Source: an optimization exercise on an open RTL-to-GDS flow (aim: small area). Production flows keep margins and buffers that such runs may drop.
In this exercise RTL edits were held to simulation tests only and were not proved equivalent to the original.

==> yarrow <==
==> flow/design.v (excerpt) <==
module temp_display(clk, reset, dataout, control, scl_in, sda_in, scl_out, sda_out);
input clk, reset;
input scl_in, sda_in;     
output scl_out, sda_out;  
output [3:0] dataout;
output [2:0] control;
wire go, rd, done, shift_en, sbit;
wire [1:0] dh;
wire [3:0] dt, dn;
wire v16;
i2cMaster I2c(.clk(clk), .reset(reset), .go(go), .rd(rd), .scl(scl_in), .sda(sda_in),
              .scl_int(scl_out), .sda_int(sda_out), .done(done), .shift_en(shift_en), .sbit(sbit));
controller Control(.clk(clk), .reset(reset), .done(done), .shift_en(shift_en), .sbit(sbit),
                   .sda(sda_in), .go(go), .rd(rd), .dh(dh), .dt(dt), .dn(dn), .v16(v16));
LCDI display(.clk(clk), .reset(reset), .dh(dh), .dt(dt), .dn(dn), .v16(v16),
             .dataout(dataout), .control(control));
endmodule
Settings: LEC_CHECK=0, CAP_MARGIN=20, CORE_MARGIN=2, CORE_UTILIZATION=40, CTS_BUF_LIST=sky130_fd_sc_hd__clkbuf_8, SLEW_MARGIN=20; clock period 10.0 ns.
standard.sh (not shown) runs the stock make flow with config.mk's settings and CLKGATE_MAP_FILE= SYNTH_SCRIPT=/design/flow/synth_recipe.tcl, a recipe that flattens the netlist after the stock synthesis.
==> flow/flow/run.sh <==
#!/bin/bash
# Layout flow: the standard synthesis, then the combinational logic between
# the registers is re-mapped for area with ABC (registers, their names and cell
# types are kept), the re-mapped netlist is proven equivalent to the standard
# one, and the standard ORFS flow lays it out. Each tool's output goes to a log
# file of its own in the work folder.
set -euo pipefail
W=$(pwd)
R=$W/orfs/results/${FLOW_PLATFORM}/temp_display/base
LIB=${FLOW_HOME}/platforms/${FLOW_PLATFORM}/lib/sky130_fd_sc_hd__tt_025C_1v80.lib
YOSYS=yosys
command -v yosys >/dev/null 2>&1 || YOSYS=${FLOW_HOME}/../tools/install/yosys/bin/yosys

bash standard.sh synth > $W/synth.log 2>&1
cp $R/1_2_yosys.v $W/synth_standard.v

# cells the synthesis must not use, as the standard synthesis was told
DU=$(grep -o -- "-dont_use [^ ]*" $(ls $W/orfs/logs/${FLOW_PLATFORM}/temp_display/base/1_2_yosys.log) | sort -u | tr '\n' ' ')
# register and tie cells stay as they are
SEQ=$(grep -o "sky130_fd_sc_hd__[a-z0-9_]*" $W/synth_standard.v | sort -u | grep -E "__(df|edf|sdf|dl|conb)" | tr '\n' ' ')

remap() {  # remap SCRIPT OUT LOG
	cat > $W/remap_$1.ys <<EOY
read_liberty -ignore_miss_func $LIB
setattr -mod -set blackbox 1 $SEQ
read_verilog $W/synth_standard.v
hierarchy -top ${FLOW_TOP}
flatten
opt_clean
abc -liberty $LIB $DU -script $W/flow/$1.abc
opt_clean -purge
hilomap -singleton -hicell sky130_fd_sc_hd__conb_1 HI -locell sky130_fd_sc_hd__conb_1 LO
insbuf -buf sky130_fd_sc_hd__buf_4 A X
splitnets
opt_clean -purge
tee -q -o $W/remap_$1_stat.txt stat -liberty $LIB
write_verilog -noexpr -noattr -nohex -nodec $2
EOY
	$YOSYS -s $W/remap_$1.ys > $3 2>&1
}

prove() {  # prove NETLIST LOG: the netlist does what the standard one does
	cat > $W/prove.ys <<EOY
read_liberty -ignore_miss_func $LIB
setattr -mod -set blackbox 1 $SEQ
read_verilog $W/synth_standard.v
rename ${FLOW_TOP} gold
read_verilog $1
rename ${FLOW_TOP} gate
hierarchy -check
flatten gold gate
opt_clean
equiv_make gold gate equiv
hierarchy -top equiv
equiv_simple
equiv_status -assert
EOY
	$YOSYS -s $W/prove.ys > $2 2>&1
}

area() { grep "Chip area" $1 | awk '{print $NF}'; }

best=$W/synth_standard.v
$YOSYS -p "read_liberty -lib $LIB; read_verilog $W/synth_standard.v; hierarchy -top ${FLOW_TOP}; tee -q -o $W/standard_stat.txt stat -liberty $LIB" > $W/standard_stat.log 2>&1
best_area=$(area $W/standard_stat.txt)
echo "standard synthesis: $best_area" > $W/remap_summary.txt
for s in amap nf deep; do
	if remap $s $W/remap_$s.v $W/remap_$s.log && prove $W/remap_$s.v $W/prove_$s.log; then
		a=$(area $W/remap_${s}_stat.txt)
		echo "$s: $a (proven)" >> $W/remap_summary.txt
		if awk "BEGIN{exit !($a < $best_area)}"; then best=$W/remap_$s.v; best_area=$a; fi
	else
		echo "$s: failed" >> $W/remap_summary.txt
	fi
done
echo "using $best" >> $W/remap_summary.txt
cp $best $R/1_2_yosys.v
rm -f $R/1_synth.odb $R/1_synth.sdc
# port buffers: the smallest buffer cell
bash standard.sh "BUFFER_PORTS_ARGS=-buffer_cell sky130_fd_sc_hd__buf_1" finish > $W/layout.log 2>&1
==> flow/flow/amap.abc <==
strash; &get -n; &deepsyn -T 30 -S 1; &put; dch -f; amap; topo
==> flow/flow/deep.abc <==
strash; &get -n; &deepsyn -T 30 -S 1; &put; dch -f; map -a; topo
==> flow/flow/nf.abc <==
strash; &get -n; &deepsyn -T 30 -S 1; &dch -f; &nf -R 1000; &put; topo
==> inputs of willow, as changes to yarrow <==
--- a/flow/design.v
+++ b/flow/design.v
@@ -1,13 +1,14 @@
 `timescale 1ns / 1ps
-module i2cMaster(clk, reset, go, rd, scl, sda, scl_int, sda_int, done, shift_en, sbit);
+module i2cMaster(clk, reset, go, rd, scl, sda, scl_int, sda_int, done, ready, shift_en, sbit);
 input clk, reset;
 input go;        
 input rd;        
 input scl, sda;  
 output reg scl_int, sda_int;  
 output done;      
+output ready;     
 output shift_en;  
 output sbit;      
 localparam CW = 10;  
 reg [CW-1:0] count;
 reg stretch;
@@ -21,10 +22,11 @@
 wire rbit = z8 & (count[CW-1:CW-2] == 2'd3);
 wire win  = count[CW-1] & ~count[CW-2] & ~z8;  
 wire idle = scl & sda;
 wire bcz  = (bc == 4'd0);
 assign done  = (state == 4'd0);
+assign ready = wbit & (((state == 4'd5) & ~rd) | ((state == 4'd10) & nb) | (state == 4'd13));
 wire bc_hi = bc[3] | (bc[2] & (bc[1] | bc[0]));              
 wire bc_lo = ~bcz & ~bc[3] & ~(bc[2] & bc[1]);              
 assign sbit = ~nb & (bc == 4'd5);
 assign shift_en = (state == 4'd12) & rbit & (nb ? bc_hi : bc_lo);
 wire bytest = (state == 4'd2) | (state == 4'd4) | (state == 4'd7) | (state == 4'd9) | (state == 4'd12);
@@ -114,73 +116,81 @@
 	       end
 	default: ;
 	endcase
 endmodule
 `timescale 1ns / 1ps
-module controller(clk, reset, done, shift_en, sbit, sda, go, rd, dh, dt, dn, v16);
+module controller(clk, reset, done, ready, shift_en, sbit, sda, go, rd, dh, dt, dn, v16);
 input clk, reset;
-input done;             
+input done, ready;
 input shift_en, sbit, sda;  
 output go;
-output rd;              
+output rd;
 output reg [1:0] dh;    
 output reg [3:0] dt;    
 output reg [3:0] dn;    
 output reg v16;         
 localparam [4:0]
-	S_INIT = 5'd0, S_GOW = 5'd1, S_ACCW = 5'd2, S_WAIT = 5'd3,
-	S_GOR = 5'd5, S_ACCR = 5'd6, S_DONE = 5'd7,
+	S_INIT = 5'd0,  S_GOW = 5'd1, S_RDY1 = 5'd2, S_RDY2 = 5'd3, S_WAIT = 5'd4,
+	S_GOR = 5'd5, S_RDY3 = 5'd6, S_RDY4 = 5'd7, S_NEG = 5'd8, S_DONE = 5'd9,
 	S_C12 = 5'd11, S_H0 = 5'd12, S_T0 = 5'd16, S_W15 = 5'd26, S_W16 = 5'd27,
 	S_W17 = 5'd28, S_W18 = 5'd29, S_W19 = 5'd30, S_W5 = 5'd31;
 reg [4:0] state;
 reg sign;
 reg [1:0] wh;
 reg [3:0] wt, wo;
 assign go = (state == S_GOW) | (state == S_GOR);
-assign rd = (state == S_DONE);
+assign rd = (state == S_RDY3);
 wire b = sda ^ sign;
-wire o9 = (wo == 4'd9);
-wire t9 = (wt == 4'd9);
-wire w255 = wh[1] & (wt == 4'd5) & (wo == 4'd5);
-wire inc = sign & ~w255;
-wire [1:0] hT = w255 & sign ? 2'd0 : wh + (inc & o9 & t9);
-wire [3:0] tT = w255 & sign ? 4'd0 : (inc & o9) ? (t9 ? 4'd0 : wt + 1'b1) : wt;
-wire [3:0] oT = w255 & sign ? 4'd0 : inc ? (o9 ? 4'd0 : wo + 1'b1) : wo;
 wire [3:0] oa = (wo > 4'd4) ? wo + 4'd3 : wo;
 wire [3:0] ta = (wt > 4'd4) ? wt + 4'd3 : wt;
 always @(posedge clk)
+if (reset) begin
+	state <= S_INIT; dh <= 2'd3; dt <= 4'd14; dn <= 4'd14; v16 <= 1'b0;
+end else begin
 	if (shift_en) begin
 		if (sbit) begin
 			sign <= sda; wh <= 2'd0; wt <= 4'd0; wo <= 4'd0;
 		end else begin
 			wh <= {wh[0], ta[3]}; wt <= {ta[2:0], oa[3]}; wo <= {oa[2:0], b};
 		end
 	end
-always @(posedge clk)
-if (reset) begin
-	state <= S_INIT; dh <= 2'd3; dt <= 4'd14; dn <= 4'd14; v16 <= 1'b0;
-end else
 	case (state)
 	S_INIT: if (done) state <= S_GOW;
-	S_GOW: state <= S_ACCW;
-	S_ACCW: if (~done) state <= S_WAIT;
+	S_GOW: state <= S_RDY1;
+	S_RDY1: if (ready) state <= S_RDY2;
+	S_RDY2: if (ready) state <= S_WAIT;
 	S_WAIT: if (done) state <= S_GOR;
-	S_GOR: state <= S_ACCR;
-	S_ACCR: if (~done) state <= S_DONE;
+	S_GOR: state <= S_RDY3;
+	S_RDY3: if (ready) state <= S_RDY4;
+	S_RDY4: if (ready) state <= S_NEG;
+	S_NEG: begin
+		if (sign) begin
+			if (wh == 2'd2 && wt == 4'd5 && wo == 4'd5) begin
+				wh <= 2'd0; wt <= 4'd0; wo <= 4'd0;
+			end else if (wo != 4'd9) wo <= wo + 1'b1;
+			else begin
+				wo <= 4'd0;
+				if (wt != 4'd9) wt <= wt + 1'b1;
+				else begin wt <= 4'd0; wh <= wh + 1'b1; end
+			end
+		end
+		state <= S_DONE;
+	end
 	S_DONE: if (done) state <= S_C12;
 	S_C12: state <= S_H0;
-	5'd12, 5'd13, 5'd14: state <= (state[1:0] == hT) ? S_T0 : state + 1'b1;
+	5'd12, 5'd13, 5'd14: state <= (state[1:0] == wh) ? S_T0 : state + 1'b1;
 	5'd16, 5'd17, 5'd18, 5'd19, 5'd20, 5'd21, 5'd22, 5'd23, 5'd24, 5'd25:
-		state <= (state[3:0] == tT) ? S_W15 : state + 1'b1;
+		state <= (state[3:0] == wt) ? S_W15 : state + 1'b1;
 	S_W15: state <= S_W16;
 	S_W16: begin v16 <= 1'b1; state <= S_W17; end
-	S_W17: begin dh <= hT; state <= S_W18; end
-	S_W18: begin dt <= tT; state <= S_W19; end
-	S_W19: begin dn <= oT; state <= S_W5; end
+	S_W17: begin dh <= wh; state <= S_W18; end
+	S_W18: begin dt <= wt; state <= S_W19; end
+	S_W19: begin dn <= wo; state <= S_W5; end
 	S_W5: state <= S_WAIT;
 	default: ;
 	endcase
+end
 endmodule
 `timescale 1ns / 1ps
 module LCDI(clk, reset, dh, dt, dn, v16, dataout, control);
 input clk, reset;
 input [1:0] dh;   
@@ -301,16 +311,16 @@
 input clk, reset;
 input scl_in, sda_in;     
 output scl_out, sda_out;  
 output [3:0] dataout;
 output [2:0] control;
-wire go, rd, done, shift_en, sbit;
+wire go, rd, done, ready, shift_en, sbit;
 wire [1:0] dh;
 wire [3:0] dt, dn;
 wire v16;
 i2cMaster I2c(.clk(clk), .reset(reset), .go(go), .rd(rd), .scl(scl_in), .sda(sda_in),
-              .scl_int(scl_out), .sda_int(sda_out), .done(done), .shift_en(shift_en), .sbit(sbit));
-controller Control(.clk(clk), .reset(reset), .done(done), .shift_en(shift_en), .sbit(sbit),
+              .scl_int(scl_out), .sda_int(sda_out), .done(done), .ready(ready), .shift_en(shift_en), .sbit(sbit));
+controller Control(.clk(clk), .reset(reset), .done(done), .ready(ready), .shift_en(shift_en), .sbit(sbit),
                    .sda(sda_in), .go(go), .rd(rd), .dh(dh), .dt(dt), .dn(dn), .v16(v16));
 LCDI display(.clk(clk), .reset(reset), .dh(dh), .dt(dt), .dn(dn), .v16(v16),
              .dataout(dataout), .control(control));
 endmodule
--- a/flow/flow/run.sh
+++ b/flow/flow/run.sh
@@ -62,11 +62,11 @@
 
 best=$W/synth_standard.v
 $YOSYS -p "read_liberty -lib $LIB; read_verilog $W/synth_standard.v; hierarchy -top ${FLOW_TOP}; tee -q -o $W/standard_stat.txt stat -liberty $LIB" > $W/standard_stat.log 2>&1
 best_area=$(area $W/standard_stat.txt)
 echo "standard synthesis: $best_area" > $W/remap_summary.txt
-for s in amap nf deep; do
+for s in deep map; do
 	if remap $s $W/remap_$s.v $W/remap_$s.log && prove $W/remap_$s.v $W/prove_$s.log; then
 		a=$(area $W/remap_${s}_stat.txt)
 		echo "$s: $a (proven)" >> $W/remap_summary.txt
 		if awk "BEGIN{exit !($a < $best_area)}"; then best=$W/remap_$s.v; best_area=$a; fi
 	else
==> flow/flow/deep.abc (replaced) <==
strash; &get -n; &deepsyn -T 60; &put; dch -f; map -a; topo
==> flow/flow/map.abc (new file) <==
strash; dch; map -a; topo
removed: flow/flow/amap.abc
removed: flow/flow/nf.abc
==> inputs of maple, as changes to yarrow <==
--- a/flow/design.v
+++ b/flow/design.v
@@ -1,13 +1,14 @@
 `timescale 1ns / 1ps
-module i2cMaster(clk, reset, go, rd, scl, sda, scl_int, sda_int, done, shift_en, sbit);
+module i2cMaster(clk, reset, go, rd, scl, sda, scl_int, sda_int, done, ready, shift_en, sbit);
 input clk, reset;
 input go;        
 input rd;        
 input scl, sda;  
 output reg scl_int, sda_int;  
 output done;      
+output ready;     
 output shift_en;  
 output sbit;      
 localparam CW = 10;  
 reg [CW-1:0] count;
 reg stretch;
@@ -21,10 +22,11 @@
 wire rbit = z8 & (count[CW-1:CW-2] == 2'd3);
 wire win  = count[CW-1] & ~count[CW-2] & ~z8;  
 wire idle = scl & sda;
 wire bcz  = (bc == 4'd0);
 assign done  = (state == 4'd0);
+assign ready = wbit & (((state == 4'd5) & ~rd) | ((state == 4'd10) & nb) | (state == 4'd13));
 wire bc_hi = bc[3] | (bc[2] & (bc[1] | bc[0]));              
 wire bc_lo = ~bcz & ~bc[3] & ~(bc[2] & bc[1]);              
 assign sbit = ~nb & (bc == 4'd5);
 assign shift_en = (state == 4'd12) & rbit & (nb ? bc_hi : bc_lo);
 wire bytest = (state == 4'd2) | (state == 4'd4) | (state == 4'd7) | (state == 4'd9) | (state == 4'd12);
@@ -114,73 +116,81 @@
 	       end
 	default: ;
 	endcase
 endmodule
 `timescale 1ns / 1ps
-module controller(clk, reset, done, shift_en, sbit, sda, go, rd, dh, dt, dn, v16);
+module controller(clk, reset, done, ready, shift_en, sbit, sda, go, rd, dh, dt, dn, v16);
 input clk, reset;
-input done;             
+input done, ready;
 input shift_en, sbit, sda;  
 output go;
-output rd;              
+output rd;
 output reg [1:0] dh;    
 output reg [3:0] dt;    
 output reg [3:0] dn;    
 output reg v16;         
 localparam [4:0]
-	S_INIT = 5'd0, S_GOW = 5'd1, S_ACCW = 5'd2, S_WAIT = 5'd3,
-	S_GOR = 5'd5, S_ACCR = 5'd6, S_DONE = 5'd7,
+	S_INIT = 5'd0,  S_GOW = 5'd1, S_RDY1 = 5'd2, S_RDY2 = 5'd3, S_WAIT = 5'd4,
+	S_GOR = 5'd5, S_RDY3 = 5'd6, S_RDY4 = 5'd7, S_NEG = 5'd8, S_DONE = 5'd9,
 	S_C12 = 5'd11, S_H0 = 5'd12, S_T0 = 5'd16, S_W15 = 5'd26, S_W16 = 5'd27,
 	S_W17 = 5'd28, S_W18 = 5'd29, S_W19 = 5'd30, S_W5 = 5'd31;
 reg [4:0] state;
 reg sign;
 reg [1:0] wh;
 reg [3:0] wt, wo;
 assign go = (state == S_GOW) | (state == S_GOR);
-assign rd = (state == S_DONE);
+assign rd = (state == S_RDY3);
 wire b = sda ^ sign;
-wire o9 = (wo == 4'd9);
-wire t9 = (wt == 4'd9);
-wire w255 = wh[1] & (wt == 4'd5) & (wo == 4'd5);
-wire inc = sign & ~w255;
-wire [1:0] hT = w255 & sign ? 2'd0 : wh + (inc & o9 & t9);
-wire [3:0] tT = w255 & sign ? 4'd0 : (inc & o9) ? (t9 ? 4'd0 : wt + 1'b1) : wt;
-wire [3:0] oT = w255 & sign ? 4'd0 : inc ? (o9 ? 4'd0 : wo + 1'b1) : wo;
 wire [3:0] oa = (wo > 4'd4) ? wo + 4'd3 : wo;
 wire [3:0] ta = (wt > 4'd4) ? wt + 4'd3 : wt;
 always @(posedge clk)
+if (reset) begin
+	state <= S_INIT; dh <= 2'd3; dt <= 4'd14; dn <= 4'd14; v16 <= 1'b0;
+end else begin
 	if (shift_en) begin
 		if (sbit) begin
 			sign <= sda; wh <= 2'd0; wt <= 4'd0; wo <= 4'd0;
 		end else begin
 			wh <= {wh[0], ta[3]}; wt <= {ta[2:0], oa[3]}; wo <= {oa[2:0], b};
 		end
 	end
-always @(posedge clk)
-if (reset) begin
-	state <= S_INIT; dh <= 2'd3; dt <= 4'd14; dn <= 4'd14; v16 <= 1'b0;
-end else
 	case (state)
 	S_INIT: if (done) state <= S_GOW;
-	S_GOW: state <= S_ACCW;
-	S_ACCW: if (~done) state <= S_WAIT;
+	S_GOW: state <= S_RDY1;
+	S_RDY1: if (ready) state <= S_RDY2;
+	S_RDY2: if (ready) state <= S_WAIT;
 	S_WAIT: if (done) state <= S_GOR;
-	S_GOR: state <= S_ACCR;
-	S_ACCR: if (~done) state <= S_DONE;
+	S_GOR: state <= S_RDY3;
+	S_RDY3: if (ready) state <= S_RDY4;
+	S_RDY4: if (ready) state <= S_NEG;
+	S_NEG: begin
+		if (sign) begin
+			if (wh == 2'd2 && wt == 4'd5 && wo == 4'd5) begin
+				wh <= 2'd0; wt <= 4'd0; wo <= 4'd0;
+			end else if (wo != 4'd9) wo <= wo + 1'b1;
+			else begin
+				wo <= 4'd0;
+				if (wt != 4'd9) wt <= wt + 1'b1;
+				else begin wt <= 4'd0; wh <= wh + 1'b1; end
+			end
+		end
+		state <= S_DONE;
+	end
 	S_DONE: if (done) state <= S_C12;
 	S_C12: state <= S_H0;
-	5'd12, 5'd13, 5'd14: state <= (state[1:0] == hT) ? S_T0 : state + 1'b1;
+	5'd12, 5'd13, 5'd14: state <= (state[1:0] == wh) ? S_T0 : state + 1'b1;
 	5'd16, 5'd17, 5'd18, 5'd19, 5'd20, 5'd21, 5'd22, 5'd23, 5'd24, 5'd25:
-		state <= (state[3:0] == tT) ? S_W15 : state + 1'b1;
+		state <= (state[3:0] == wt) ? S_W15 : state + 1'b1;
 	S_W15: state <= S_W16;
 	S_W16: begin v16 <= 1'b1; state <= S_W17; end
-	S_W17: begin dh <= hT; state <= S_W18; end
-	S_W18: begin dt <= tT; state <= S_W19; end
-	S_W19: begin dn <= oT; state <= S_W5; end
+	S_W17: begin dh <= wh; state <= S_W18; end
+	S_W18: begin dt <= wt; state <= S_W19; end
+	S_W19: begin dn <= wo; state <= S_W5; end
 	S_W5: state <= S_WAIT;
 	default: ;
 	endcase
+end
 endmodule
 `timescale 1ns / 1ps
 module LCDI(clk, reset, dh, dt, dn, v16, dataout, control);
 input clk, reset;
 input [1:0] dh;   
@@ -301,16 +311,16 @@
 input clk, reset;
 input scl_in, sda_in;     
 output scl_out, sda_out;  
 output [3:0] dataout;
 output [2:0] control;
-wire go, rd, done, shift_en, sbit;
+wire go, rd, done, ready, shift_en, sbit;
 wire [1:0] dh;
 wire [3:0] dt, dn;
 wire v16;
 i2cMaster I2c(.clk(clk), .reset(reset), .go(go), .rd(rd), .scl(scl_in), .sda(sda_in),
-              .scl_int(scl_out), .sda_int(sda_out), .done(done), .shift_en(shift_en), .sbit(sbit));
-controller Control(.clk(clk), .reset(reset), .done(done), .shift_en(shift_en), .sbit(sbit),
+              .scl_int(scl_out), .sda_int(sda_out), .done(done), .ready(ready), .shift_en(shift_en), .sbit(sbit));
+controller Control(.clk(clk), .reset(reset), .done(done), .ready(ready), .shift_en(shift_en), .sbit(sbit),
                    .sda(sda_in), .go(go), .rd(rd), .dh(dh), .dt(dt), .dn(dn), .v16(v16));
 LCDI display(.clk(clk), .reset(reset), .dh(dh), .dt(dt), .dn(dn), .v16(v16),
              .dataout(dataout), .control(control));
 endmodule
--- a/flow/flow/run.sh
+++ b/flow/flow/run.sh
@@ -62,11 +62,11 @@
 
 best=$W/synth_standard.v
 $YOSYS -p "read_liberty -lib $LIB; read_verilog $W/synth_standard.v; hierarchy -top ${FLOW_TOP}; tee -q -o $W/standard_stat.txt stat -liberty $LIB" > $W/standard_stat.log 2>&1
 best_area=$(area $W/standard_stat.txt)
 echo "standard synthesis: $best_area" > $W/remap_summary.txt
-for s in amap nf deep; do
+for s in deep map; do
 	if remap $s $W/remap_$s.v $W/remap_$s.log && prove $W/remap_$s.v $W/prove_$s.log; then
 		a=$(area $W/remap_${s}_stat.txt)
 		echo "$s: $a (proven)" >> $W/remap_summary.txt
 		if awk "BEGIN{exit !($a < $best_area)}"; then best=$W/remap_$s.v; best_area=$a; fi
 	else
@@ -74,7 +74,6 @@
 	fi
 done
 echo "using $best" >> $W/remap_summary.txt
 cp $best $R/1_2_yosys.v
 rm -f $R/1_synth.odb $R/1_synth.sdc
-# port buffers: the smallest buffer cell
-bash standard.sh "BUFFER_PORTS_ARGS=-buffer_cell sky130_fd_sc_hd__buf_1" finish > $W/layout.log 2>&1
+bash standard.sh > $W/layout.log 2>&1
==> flow/flow/deep.abc (replaced) <==
strash; &get -n; &deepsyn -T 60; &put; dch -f; map -a; topo
==> flow/flow/map.abc (new file) <==
strash; dch; map -a; topo
CTS_BUF_LIST = not set   (was sky130_fd_sc_hd__clkbuf_8)
removed: flow/flow/amap.abc
removed: flow/flow/nf.abc
==> results.txt <==
- Wire length: yarrow < maple < willow.
- In cell count, maple and willow do not differ.
- Global-route usage: yarrow < maple < willow.
- Between maple and yarrow, the lower clock-buffer cell count is in yarrow (gap 1).
- Clock skew is about the same in yarrow and maple.
- Non-clock buffer count is the same in maple and willow.
- willow produced a clean layout. maple completed without violations. yarrow completed with no timing, DRC or antenna violations.

re-timing with driven ports:
Ports are ideal in the flow. The routed layouts listed here were re-timed in OpenROAD. Step 1, drivers: a clkbuf_16 drives clk and a buf_2 each remaining input, both assumed. Step 2 moves the port delays by t, midway between the first and last clock arrival at a register: inputs arrive t later, outputs are due t later. That takes back most of the time a late clock gives input paths. Slacks: ideal / step 1 / step 2; pairs: ideal / step 1.
run | t, ns | setup slack, ns | slew at the worst register clock pin (ns)
yarrow | 0.396 | 5.571 / 5.539 / 5.935 | 0.10 / 0.10
willow | 0.408 | 5.921 / 5.889 / 6.297 | 0.09 / 0.09
maple | 0.388 | 5.497 / 5.460 / 5.847 | 0.07 / 0.07
After both steps every run listed still meets setup and hold.
